Source: an optimization exercise on an open RTL-to-GDS flow (aim: small area). Production flows keep margins and buffers that such runs may drop.
The RTL was checked by simulation tests, not by an equivalence proof against the original design.
Power figures rest on the tool's default switching activity, not on a simulated workload.

--- config.mk ---
export PLATFORM = sky130hd
export DESIGN_NAME = top
export DESIGN_NICKNAME = top
export VERILOG_FILES = /design/flow/design.v
export SDC_FILE = /design/flow/constraint.sdc
export NUM_CORES = 4
export LEC_CHECK = 0
export ABC_AREA = 1
export CAP_MARGIN = 20
export CORE_MARGIN = 2
export CORE_UTILIZATION = 65
export PLACE_DENSITY = 0.85
export SLEW_MARGIN = 20
--- constraint.sdc ---
create_clock -name core_clock -period 10.0 [get_ports {CLK}]
set_input_delay 2.0000 -clock core_clock [delete_from_list [all_inputs] [get_ports {CLK}]]
set_output_delay 2.0000 -clock core_clock [all_outputs]
set_load 0.01 [all_outputs]
--- design.v ---
`timescale 1ns / 1ps
module top(
    input CLK               ,
    input RST_N             ,
    input  SCL              ,
    input  SDA              ,
    output SDA_OUT          ,
    output OUT_EN           ,
    input [7:0] RO_ONE      ,
    input [7:0] RO_TWO      ,
    output [31:0] EFUSE_OUT ,
    output [7:0] CTRL_ONE       ,
    output [7:0] CTRL_TWO       ,
    output [7:0] CTRL_THREE     ,
    output VDD5V                ,
    input  Q                    ,
    output PGENB                ,
    output STROBE               ,
    output NR                   ,
    output [31:0] WE
    );
    assign VDD5V = 1'b1;
    wire efuse_bypass     ;
    wire efuse_write      ;
    wire efuse_multiple_en ;
    wire [31:0] efuse_in  ;
    wire write              ;
    wire read               ;
    wire wr_done            ;
    wire rd_done            ;
    wire dshift             ;
    wire [31:0] data_in     ;
    wire rst_n_s            ;
    wire clk_div_r          ;
    clk_div u_clk_div(
        .clk        (CLK        ),
        .rst_n      (rst_n_s    ),
        .clk_div_r  (clk_div_r  )
        );
    sync_async_reset u_sync_async_reset(
        .clk    (CLK    ),
        .rst_n  (RST_N  ),
        .rst_n_s(rst_n_s)
   );
    main_state_machine u_main_state_machine(
        .clk            (CLK        )  ,
        .rst_n          (rst_n_s    )  ,
        .efuse_write    (efuse_write)  ,
        .efuse_in       (efuse_in   )  ,
        .efuse_out      (EFUSE_OUT  )  ,
        .efuse_bypass   (efuse_bypass) ,
        .efuse_multiple_en (efuse_multiple_en),
        .write          (write      )  ,
        .read           (read       )  ,
        .data_write     (data_in    )  ,
        .dshift         (dshift     )  ,
        .q              (Q          )  ,
        .wr_done        (wr_done    )  ,
        .rd_done        (rd_done    )
    );
    efuse_controller u_efuse_controller(
        .clk        (CLK        ),
        .ce         (~clk_div_r ),
        .rst_n      (rst_n_s    ),
        .wr         (write      ),
        .rd         (read       ),
        .data_in    (data_in    ),
        .dshift     (dshift     ),
        .wr_done    (wr_done    ),
        .rd_done    (rd_done    ),
        .pgenb      (PGENB      ),
        .strobe     (STROBE     ),
        .nr         (NR         ),
        .we         (WE         )
    );
    i2c u_i2c(
        .clk           (CLK                 ),
        .reset_n       (rst_n_s             ),
        .efuse_write    (efuse_write        ),
        .efuse_bypass   (efuse_bypass       ),
        .efuse_multiple_en (efuse_multiple_en) ,
        .efuse_out      (EFUSE_OUT          ),
        .efuse_in       (efuse_in           ),
        .RO_ONE         (RO_ONE             ),
        .RO_TWO         (RO_TWO             ),
        .CTRL_ONE      (CTRL_ONE             ),
        .CTRL_TWO      (CTRL_TWO             ),
        .CTRL_THREE    (CTRL_THREE           ),
        .scl            (SCL                ),
        .sda            (SDA                ),
        .sda_out        (SDA_OUT            ),
        .sda_out_en     (OUT_EN             )
    );
endmodule
`timescale 1ns / 1ps
module clk_div (
    input clk           ,
    input rst_n         ,
    output reg clk_div_r
    );
    always @(posedge clk or negedge rst_n) begin
        if(!rst_n)
            clk_div_r <= 1'b1;
        else
            clk_div_r <= ~clk_div_r;
    end
endmodule
`timescale 1ns / 1ps
module sync_async_reset(
    input clk           ,
    input rst_n         ,
    output reg rst_n_s
    );
    reg mid_rst;
    always @(posedge clk or negedge rst_n) begin
        if(!rst_n) begin
            rst_n_s <= 1'b0     ;
            mid_rst <= 1'b0     ;
        end
        else begin
            mid_rst <= 1'b1     ;
            rst_n_s <= mid_rst  ;
        end
    end
endmodule
`timescale 1ns / 1ps
module main_state_machine(
    input clk           ,
    input rst_n         ,
    input efuse_bypass        ,
    output reg [31:0] efuse_out,
    input efuse_write       ,
    input efuse_multiple_en ,
    input [31:0] efuse_in   ,
    output reg [31:0] data_write,
    output write                ,
    output read                 ,
    input  dshift               ,
    input  q                    ,
    input wr_done               ,
    input rd_done
    );
    localparam READ = 2'b00;
    localparam WAIT = 2'b01;
    localparam PGM  = 2'b10;
    reg [1:0] state_c;
    reg [1:0] state_n;
    reg efuse_write_d0;
    wire efuse_write_up = efuse_write & ~efuse_write_d0;
    always @(posedge clk or negedge rst_n) begin
        if(!rst_n)
            state_c <= READ;
        else
            state_c <= state_n;
    end
    always @(*) begin
        case(state_c)
            READ:   state_n = rd_done ? WAIT : READ;
            WAIT:   state_n = (efuse_write_up && ((efuse_out==32'd0) || efuse_multiple_en)) ? PGM : WAIT;
            PGM:    state_n = wr_done ? READ : PGM;
            default:state_n = READ;
        endcase
    end
    always @(posedge clk or negedge rst_n) begin
        if(!rst_n)
            efuse_write_d0 <= 1'b0;
        else
            efuse_write_d0 <= efuse_write;
    end
    assign write = (state_c == PGM);
    assign read  = (state_c == READ) && !wr_done;
    always @(posedge clk or negedge rst_n) begin
        if(!rst_n)
            efuse_out <= 32'd0;
        else if (efuse_bypass)
            efuse_out <= efuse_in;
        else if(rd_done)
            efuse_out <= data_write;
    end
    always @(posedge clk or negedge rst_n) begin
        if(!rst_n)
            data_write <= 32'd0;
        else if(dshift)
            data_write <= {q, data_write[31:1]};
        else if(efuse_write && state_c != READ)
            data_write <= efuse_in & ~efuse_out;
    end
endmodule
`timescale 1ns / 1ps
module efuse_controller (
    input rst_n ,
    input clk   ,
    input ce    ,
    input wr    ,
    input rd    ,
    input [31:0] data_in,
    output dshift,           
    output reg pgenb,
    output reg nr,
    output reg strobe,
    output [31:0] we,
    output rd_done,
    output reg wr_done
    );
    localparam WAIT = 2'b00 ;
    localparam READ = 2'b01 ;
    localparam PGM  = 2'b10 ;
    localparam [4:0] T0  = 5'b00000, T1 = 5'b00001, T2 = 5'b00011,
                     T3  = 5'b00111, T4 = 5'b01110, T19 = 5'b11101;
    localparam [4:0] TF1 = 5'b11011, TF0 = 5'b10110;
    localparam [159:0] DB = {5'd16, 5'd24, 5'd12, 5'd6, 5'd19, 5'd9, 5'd20, 5'd26,
                             5'd13, 5'd22, 5'd27, 5'd29, 5'd30, 5'd31, 5'd15, 5'd23,
                             5'd11, 5'd21, 5'd10, 5'd5, 5'd2, 5'd17, 5'd8, 5'd4,
                             5'd18, 5'd25, 5'd28, 5'd14, 5'd7, 5'd3, 5'd1, 5'd0};
    localparam [4:0] B31 = 5'd16;
    localparam [5:0] ZERO = 6'b100000;
    function [4:0] t_next(input [4:0] c);
        t_next = {c[3:0], ~(c[4] ^ c[2])};
    endfunction
    function [4:0] b_next(input [4:0] c);
        b_next = {c[3:0], ~(c[4] ^ c[2]) ^ (c[3:0] == 4'b1111)};
    endfunction
    reg [1:0] state_c   ;
    reg [1:0] state_n   ;
    reg [5:0] temp      ;
    reg [5:0] we_i      ;
    reg [4:0] cnt_t_pgm ;
    reg [4:0] cnt_bit   ;
    wire we_nz       = ~we_i[5];
    wire st_wait = (state_c == WAIT);
    wire st_read = (state_c == READ);
    wire st_pgm  = (state_c == PGM);
    wire tf          = (cnt_t_pgm == TF1) || (cnt_t_pgm == TF0);
    wire we_rise     = we_nz & ~strobe & (cnt_t_pgm != TF1);
    wire strobe_fall = st_pgm ? tf : (cnt_t_pgm == T3);
    wire [31:0] dperm;
    wire din_p       = dperm[cnt_bit];
    wire din_t       = ~temp[5] & dperm[temp[4:0]];
    wire [5:0] temp_sh = temp[5] ? temp :
                         (temp[4:0] == B31) ? ZERO : {1'b0, b_next(temp[4:0])};
    genvar k;
    generate for (k = 0; k < 32; k = k + 1) begin : g_we
        assign we[k]             = (we_i == {1'b0, DB[5*k +: 5]});
        assign dperm[DB[5*k +: 5]] = data_in[k];
    end endgenerate
    assign dshift = ce & st_read & (cnt_t_pgm == T2);
    always @(posedge clk or negedge rst_n) begin
        if(!rst_n)
            state_c <= WAIT;
        else if(ce)
            state_c <= state_n;
    end
    always @(*) begin
        case(state_c)
            WAIT:    state_n = rd ? READ : (wr ? PGM : WAIT);
            READ:    state_n = rd_done ? WAIT : READ;
            PGM:     state_n = wr_done ? WAIT : PGM;
            default: state_n = WAIT;
        endcase
    end
    always @(*) begin
        case(state_c)
            READ:    begin pgenb = 1'b1; nr = 1'b1; end
            PGM:     begin pgenb = 1'b0; nr = 1'b0; end
            default: begin pgenb = 1'b1; nr = 1'b0; end
        endcase
    end
    always @(posedge clk or negedge rst_n) begin
        if(!rst_n)
            strobe <= 1'b0;
        else if(ce) begin
            if(st_read)
                strobe <= (cnt_t_pgm == T0 && we_nz) || (cnt_t_pgm == T1);
            else if(st_pgm) begin
                if(we_rise)
                    strobe <= 1'b1;
                else if(cnt_t_pgm == T19)
                    strobe <= 1'b0;
            end
            else
                strobe <= 1'b0;
        end
    end
    always @(posedge clk or negedge rst_n) begin
        if(!rst_n)
            cnt_bit <= 5'd0;
        else if(ce && st_pgm) begin
            if(cnt_bit == B31) begin
                if(strobe_fall || !din_p)
                    cnt_bit <= 5'd0;
            end
            else if(state_n == WAIT)
                cnt_bit <= 5'd0;
            else if(!din_p || strobe_fall)
                cnt_bit <= b_next(cnt_bit);
        end
        else if(ce && st_read) begin
            if((cnt_bit == B31) && strobe_fall)
                cnt_bit <= 5'd0;
            else if(cnt_t_pgm == T3)
                cnt_bit <= b_next(cnt_bit);
        end
    end
    always @(posedge clk or negedge rst_n) begin
        if(!rst_n)
            cnt_t_pgm <= 5'd0;
        else if(ce) begin
            if(st_pgm && cnt_t_pgm == T19)
                cnt_t_pgm <= we_nz ? TF1 : TF0;
            else if(st_pgm && we_nz) begin
                if(strobe)
                    cnt_t_pgm <= t_next(cnt_t_pgm);
                else
                    cnt_t_pgm <= 5'd0;
            end
            else if(st_read)
                cnt_t_pgm <= (cnt_t_pgm == T4) ? T0 : t_next(cnt_t_pgm);
            else
                cnt_t_pgm <= 5'd0;
        end
    end
    always @(posedge clk or negedge rst_n) begin
        if(!rst_n)
            wr_done <= 1'b0;
        else if(ce)
            wr_done <= st_pgm && (cnt_bit == B31) && (strobe_fall || !din_p);
    end
    assign rd_done = st_read && (cnt_t_pgm == T4) && (cnt_bit == 5'd0);
    always @(posedge clk or negedge rst_n) begin
        if(!rst_n)
            we_i <= ZERO;
        else if(ce) begin
            if(state_n == READ && !we_nz)
                we_i <= temp;
            else if(st_read) begin
                if(cnt_t_pgm == T3)
                    we_i <= ZERO;
                else if(cnt_t_pgm == T4)
                    we_i <= temp;
            end
            else if(st_pgm)
                we_i <= (strobe_fall || !din_t) ? ZERO : temp;
        end
    end
    always @(posedge clk or negedge rst_n) begin
        if(!rst_n)
            temp <= 6'd0;
        else if(ce) begin
            if(st_read && cnt_t_pgm == T3)
                temp <= temp_sh;
            else if(cnt_t_pgm == T19)
                temp <= temp_sh;
            else if(st_pgm && !din_p)
                temp <= temp_sh;
            else if(st_wait)
                temp <= 6'd0;
        end
    end
endmodule
`timescale 1ns/1ps
module i2c  (
    input clk                   ,
    input reset_n               ,
    input  [31:0] efuse_out     ,
    output [31:0] efuse_in      ,
    output efuse_bypass         ,
    output efuse_write          ,
    output efuse_multiple_en    ,
    input [7:0] RO_ONE          ,
    input [7:0] RO_TWO          ,
    output [7:0] CTRL_ONE       ,
    output [7:0] CTRL_TWO       ,
    output [7:0] CTRL_THREE     ,
    input scl                   ,
    input sda                   ,
    output reg sda_out          ,
    output reg sda_out_en
    );
    reg [7:0] reg2, reg3, reg4, reg5, reg6, reg7, reg8, reg9;
    reg [7:0] addr      ;
    reg [7:0] tj        ;
    reg [4:0] ic        ;
    reg [4:0] ic_n      ;
    reg amatch          ;
    reg arw             ;
    reg rbit            ;
    reg scl_in, sda_in  ;
    reg scl_old, sda_old;
    wire i2c_start = scl_old & scl_in & sda_old & ~sda_in;
    wire i2c_stop  = scl_old & scl_in & ~sda_old & sda_in;
    wire scl_rise  = ~scl_old & scl_in;
    wire scl_fall  = scl_old & ~scl_in;
    wire work      = (ic != 5'd0);
    wire i2c_get   = amatch & arw;
    wire i2c_set   = amatch & ~arw;
    wire time_out  = (tj == 8'd216);
    wire tj_fb     = ~(tj[7] ^ tj[5] ^ tj[4] ^ tj[3]);
    wire i_rd      = (ic >= 5'd10) && (ic <= 5'd17);
    assign efuse_in          = {reg5, reg4, reg3, reg2};
    assign efuse_write       = reg6[0];
    assign efuse_bypass      = reg6[1];
    assign efuse_multiple_en = reg6[2];
    assign CTRL_ONE          = reg7;
    assign CTRL_TWO          = reg8;
    assign CTRL_THREE        = reg9;
    reg [7:0] rsrc;
    always @(*) begin
        case(addr)
            8'd0:  rsrc = RO_ONE;
            8'd1:  rsrc = RO_TWO;
            8'd2:  rsrc = reg2;
            8'd3:  rsrc = reg3;
            8'd4:  rsrc = reg4;
            8'd5:  rsrc = reg5;
            8'd6:  rsrc = reg6;
            8'd7:  rsrc = reg7;
            8'd8:  rsrc = reg8;
            8'd9:  rsrc = reg9;
            8'd10: rsrc = efuse_out[7:0];
            8'd11: rsrc = efuse_out[15:8];
            8'd12: rsrc = efuse_out[23:16];
            8'd13: rsrc = efuse_out[31:24];
            default: rsrc = 8'd0;
        endcase
    end
    always @(posedge clk or negedge reset_n) begin
        if(!reset_n)
            rbit <= 1'b0;
        else
            rbit <= rsrc[3'd1 - ic_n[2:0]];
    end
    always @(*) begin
        ic_n = ic;
        if(i2c_start)
            ic_n = 5'd1;
        else if(!work)
            ic_n = 5'd0;
        else if(i2c_stop)
            ic_n = 5'd0;
        else if(scl_rise) begin
            if(ic != 5'd31) ic_n = ic + 5'd1;
        end
        else if(scl_fall && ic == 5'd18 && i2c_get)
            ic_n = 5'd0;
    end
    always @(posedge clk or negedge reset_n) begin
        if(!reset_n)
            ic <= 5'd0;
        else
            ic <= ic_n;
    end
    always @(posedge clk or negedge reset_n) begin
        if (!reset_n) begin
            reg2 <= 8'd0;
            reg3 <= 8'd0;
            reg4 <= 8'd0;
            reg5 <= 8'd0;
            reg6 <= 8'd0;
            reg7 <= 8'd0;
            reg8 <= 8'd0;
            reg9 <= 8'hff;
        end
        else if(work && scl_fall && (ic == 5'd27) && i2c_set) begin
            case(addr)
                8'd2 :  reg2 <= tj;
                8'd3 :  reg3 <= tj;
                8'd4 :  reg4 <= tj;
                8'd5 :  reg5 <= tj;
                8'd6 :  reg6 <= tj;
                8'd7 :  reg7 <= tj;
                8'd8 :  reg8 <= tj;
                8'd9 :  reg9 <= tj;
                default: ;
            endcase
        end
    end
    always @(posedge clk or negedge reset_n)begin
        if (reset_n == 1'b0) begin
            scl_in  <= 1'b0;
            sda_in  <= 1'b0;
            scl_old <= 1'b0;
            sda_old <= 1'b0;
        end
        else begin
            scl_in  <= scl;
            sda_in  <= sda;
            scl_old <= scl_in;
            sda_old <= sda_in;
        end
    end
    wire en_set = (ic == 5'd9 && amatch) ||
                  ((ic == 5'd18 || ic == 5'd27) && i2c_set) ||
                  (i_rd && i2c_get);
    always @(posedge clk or negedge reset_n)begin
        if(!reset_n)
            tj <= 8'd0;
        else if(work && scl_fall) begin
            if(en_set)
                tj <= 8'd0;
        end
        else if(sda_out_en)
            tj <= {tj[6:0], tj_fb};
        else if(work && scl_rise && (ic > 5'd18) && (ic < 5'd27) && !i2c_get)
            tj <= {tj[6:0], sda_in};
    end
    always @(posedge clk or negedge reset_n) begin
        if(!reset_n)begin
            sda_out <= 1'b0;
        end
        else if(!work || i2c_stop || i2c_start)
            sda_out <= 1'b1;
        else if(scl_fall) begin
            if (ic == 5'd9 && amatch)
                sda_out <= 1'b0;
            else if ((ic == 5'd18 || ic == 5'd27) && i2c_set)
                sda_out <= 1'b0;
            else if (i_rd && i2c_get)
                sda_out <= rbit;
            else if (ic == 5'd18 && i2c_get)
                sda_out <= 1'b1;
            else if (ic == 5'd28 && i2c_set)
                sda_out <= 1'b1;
        end
    end
    always @(posedge clk or negedge reset_n) begin
        if(!reset_n)
            addr <= 8'd0;
        else if(work && scl_rise && i_rd && !i2c_get)
            addr <= {addr[6:0], sda_in};
    end
    always @(posedge clk or negedge reset_n) begin
        if(!reset_n) begin
            amatch <= 1'b1;
            arw    <= 1'b0;
        end
        else if (!work || i2c_stop || i2c_start)
            amatch <= 1'b1;
        else if (scl_rise) begin
            if (ic < 5'd8)
                amatch <= amatch & (sda_in == ic[0]);
            else if (ic == 5'd8)
                arw <= sda_in;
        end
    end
    always @(posedge clk or negedge reset_n) begin
        if(!reset_n)
            sda_out_en <= 1'b0;
        else if(work) begin
            if (i2c_stop || i2c_start)
                sda_out_en <= 1'b0;
            else if (scl_fall)
                sda_out_en <= en_set;
            else if (sda_out_en && time_out)
                sda_out_en <= 1'b0;
        end
    end
endmodule
--- flow/run.sh ---
#!/bin/bash
# The standard layout (standard.sh) with three changes:
#  - synthesis maps logic with an area-oriented ABC script
#    (flow/abc_area2.script: &deepsyn AIG optimisation, then &nf mapping with
#    relaxed delay), swapped in by flow/my_synth.tcl; everything else in
#    synthesis, flip-flop mapping included, is the standard synthesis
#  - port buffers use buf_1
#  - the clock tree uses clkbuf_8 with larger sink clusters and no dummy loads
set -euo pipefail
here=$(pwd)
export MY_ABC_SCRIPT=$here/flow/abc_area2.script
export BUFFER_PORTS_ARGS="-buffer_cell sky130_fd_sc_hd__buf_1"
export CTS_ARGS="-sink_clustering_enable -repair_clock_nets -buf_list {sky130_fd_sc_hd__clkbuf_8} -sink_clustering_size 14 -sink_clustering_max_diameter 50 -dont_use_dummy_load"
sed "s|SYNTH_SCRIPT=[^ ]*|SYNTH_SCRIPT=$here/flow/my_synth.tcl|" standard.sh > my_standard.sh
grep -q "SYNTH_SCRIPT=$here/flow/my_synth.tcl" my_standard.sh
bash my_standard.sh > standard.log 2>&1
--- flow/abc_area2.script ---
strash
&get -n
&deepsyn -J 10
&put
strash
&get -n
&dch
&nf -R 1000 -C 32
&put
topo
--- flow/my_synth.tcl ---
proc synth {args} { yosys synth -nofsm -noshare {*}$args }
proc abc {args} {
  if {[info exists ::env(MY_ABC_SCRIPT)]} {
    set i [lsearch -exact $args -script]
    if {$i >= 0} { set args [lreplace $args $i [expr {$i+1}] -script $::env(MY_ABC_SCRIPT)] }
  }
  puts "abc args: $args"
  yosys abc {*}$args
}
source $::env(SCRIPTS_DIR)/synth.tcl
# left out here: clear keep_hierarchy, flatten, clean up, hide names made inside functions, write 1_2_yosys.v
--- standard.sh ---
#!/bin/bash
# synth_recipe.tcl (not shown) runs the flow's synth.tcl, then flattens the netlist and writes it again
# the make line also repeats each setting of config.mk as NAME=value (left out here)
make -C /OpenROAD-flow-scripts/flow DESIGN_CONFIG=/design/flow/config.mk WORK_HOME=/design/flow/orfs CLKGATE_MAP_FILE= SYNTH_SCRIPT=/design/flow/synth_recipe.tcl "${@:-finish}"
==> impl_metrics.tcl <==
set metrics [dict create \
    netlist_area_mm2 0.009040 \
    power.total_mw 1.193 \
    end_kind "output pin" \
    tritoncts "done" \
    core_area_mm2 0.01372 \
    gp_congestion 1.037 \
    cts.sinks 190 \
    arrival_ns 1.72 \
    post-route-util_pct 72.91 \
    fp.dieH_um 121.9 \
    cp_slowest_cell "dfstp_2" \
    finalMaxSlewViolations 0 \
    path_cells "clkinv_1, nand3_1, nor2_1, buf_1" \
    dp_hpwl_um 19180 \
    dp_cells 1186 \
    crit_family "flip-flops" \
    slowest_delay_ns 0.59 \
    required_ns 8.00 \
    grt_pass1_vias 7680 \
    ys_seq_elements 190 \
    synth_area_per_cell_um2 10.21 \
    die_x_um 121.9 \
    grt_max_degree 83 \
    synth_top_cell_area_share_pct 49.55 \
    gr-total-overflow 0 \
    worstMarginPinSlew_ns 1.090 \
    slew_headroom_pct 26.74 \
    period_minus_slack_ns 3.716 \
    async_reset_ff_share_pct 100.0 \
    synth_common_cells "dfrtp_1 (179), nor2_1 (111), a21oi_1 (86)" \
    rsz0062_at_grt "false" \
    insertion_delay_ns 0.48 \
    routed_wl_um 27110 \
    syn-instance-count 885 \
    status "finished clean" \
    rows 43 \
    yosys_most_used_dff "dfrtp_1" \
    ctsHtreeMaxLevel 4 \
    drc 0 \
    clkSlewWorstSetupHoldPaths_ns 0.09 \
    antenna_found_initial 0 \
    fin_nets 1051 \
    yosys_warnings 5 \
    cp_max_fo 8 \
    ys_seq_area_share_pct 52.75 \
    setup_viol 0 \
    holdBufCountCts 0 \
    diodes 0 \
    grt_pass1_wl_um 42640 \
    area_delta_synth_final_pct 10.66 \
    num-fill-cells 1079 \
    hold_path.class "reg2async" \
    ioPinCount 115 \
    synthDistinctLibCells 48 \
    crit_buf_inv 2 \
    fin_hold_ws_ns 0.2874 \
    ant_nets 0 \
    final_cells 1203 \
    setup.worst_path.class "reg2out" \
    maxCapViolCount 0 \
    synth_edf_count 0 \
    dieArea_mm2 0.01487 \
    routedWlPerCell_um 22.54 \
    cts_buffer_depth 2 \
    synth.most_common_cell "dfrtp_1" \
    final_hold_viol_count 0 \
    track_usage_pct 38.03 \
    ir_drop_uv 108.5 \
    drtIter0Drc 1105 \
    postCtsResizedCells 0 \
    num_vias 8498 \
    port_buffers 113 \
    power.leakage_nw 4.337 \
    worstSetupStartpointType "flop" \
    layout-drive-gt1-share_pct 3.910 \
    tns_ns 0 \
    firstDrtPassIters 8 \
    synth.area.top_cells "dfrtp_1 (50%), mux2_1 (5.1%), a21oi_1 (4.8%), nor2_1 (4.6%), a221o_1 (3.9%)" \
    skew_ns 0.02796 \
    initial_core_util_pct 65.89 \
    viasPerCell 7.064 \
    cts_buffers 17 \
    power_per_cell_area_mw_per_mm2 119.2 \
    top_regs "u_main_state_machine.data_write (32), u_main_state_machine.efuse_out (32)" \
    finalCritPeriodShare_pct 37.16 \
    cts_setup_buffers 0 \
    fmax_mhz 269.1 \
    cts_root_buffer "clkbuf_8" \
    synth_top_area_cell "dfrtp_1" \
]
==> cells by family after synthesis <==
logic type      count (synthesis)  share of synthesized area (%)
compound gates                276                          21.68
simple gates                  314                          16.44
other cells                     1                        0.04148
fa+ha+maj                       5                         0.6920
mux                            44                          5.578
xor+xnor                        9                         0.8719
flops                         190                          52.75
buf+inv                        46                          1.952
==> final timing paths <==
path | depth (start not counted) | slack [ns] | endpoint | start
max in group asynchronous | 2 | 7.79 | u_i2c.ic[3]$_DFFE_PN0P_ | u_sync_async_reset.rst_n_s$_DFF_PN0_
min in group core_clock | 0 | 0.36 | u_sync_async_reset.rst_n_s$_DFF_PN0_ | u_sync_async_reset.mid_rst$_DFF_PN0_
hold reg to reg | 0 | 0.29 | u_main_state_machine.efuse_out[2]$_DFFE_PN0P_ | u_sync_async_reset.rst_n_s$_DFF_PN0_
hold / removal | 0 | 0.29 | u_main_state_machine.efuse_out[2]$_DFFE_PN0P_ | u_sync_async_reset.rst_n_s$_DFF_PN0_
setup reg to reg | 10 | 6.64 | u_i2c.rbit$_DFF_PN0_ | u_i2c.addr[5]$_DFFE_PN0P_
setup / recovery | 4 | 6.28 | WE[21] | u_efuse_controller.we_i[5]$_DFFE_PN1P_
==> routing by layer <==
metal / wire, um / track usage, % / vias up
met5: 0 / 0 / -
met4: 1418 / 18.32 / 0
met3: 3305 / 8.801 / 100
met2: 12040 / 55.73 / 654
met1: 10350 / 54.04 / 4045
li1: - / - / 3699
==> final cells by class <==
class / instances / area (um2) / share of cell area, %
Clock buffer: 17 / 234.0 / 2.339
Inverter: 45 / 168.9 / 1.689
Multi-Input combinational cell: 650 / 4115 / 41.14
Sequential cell: 190 / 4772 / 47.71
Tap cell: 180 / 225.2 / 2.251
Timing Repair Buffer: 121 / 488.0 / 4.878
==> report_power, final <==
group / leakage, nW / switching (mW) / internal [mW]
combinational: 1.86 / 0.0211 / 0.00901
sequential: 2.35 / 0.00713 / 0.771
clock: 0.122 / 0.234 / 0.150
total: 4.34 / 0.262 / 0.930
==> metrics by stage <==
stage	setup WS, ns	area (um2)
floorplan	4.333	9044
global placement	6.794	9766
detailed placement	6.795	9766
CTS	6.282	10000
global route	6.170	10000
finish	6.284	10000
==> cells in the final DEF, fill, tap and decap left out, types with 8 or more instances in the layout <==
cell type,n
nor2_1,111
nor4_1,14
a21oi_1,85
nand2b_1,15
o22ai_1,42
dfstp_2,11
a222oi_1,27
buf_1,113
nand3_1,19
a22oi_1,12
clkinv_1,45
nand4_1,15
a22o_1,27
nand2_1,59
mux2_1,41
clkbuf_8,17
dfrtp_1,178
a221o_1,35
o21ai_0,24
a221oi_1,8
nor3_1,44
==> worst reg2reg max path, stage by stage (launching register included) <==
cell and delay (ns):
dfrtp_1 0.39, nor4_1 0.51, nor2b_1 0.24, nand2b_1 0.13
nor3_1 0.85, a222oi_1 0.26, and3_1 0.25, nand4_1 0.07
o21ai_0 0.08, mux4_2 0.47, clkinv_1 0.05

port drivers added, routing unchanged:
The flow's constraints put no driver on any port. The routed layout listed below was extracted and timed again, unchanged, in two steps.
Step 1 sets driving cells, clkbuf_16 on the clock port and buf_2 on the other inputs (assumed; they add their load-dependent delay and slew).
Step 2 moves the port delays by t, midway between the first and last clock arrival at a register: inputs arrive t later, outputs are due t later. That takes back most of the time a late clock gives input paths.
Three values: ideal ports, drivers, drivers and shift; two values: the first two.
t (ns): 0.500
slack for setup (ns): 6.284 / 6.245 / 6.642
worst setup path after step 2: register to register
clock arrival spread, ns: 0.032 / 0.031
cell pins on the clock port's net: 1
After both steps setup and hold are still met in this run. The setup slack of this run moves by -0.039 ns with the drivers and by +0.358 ns with both steps.
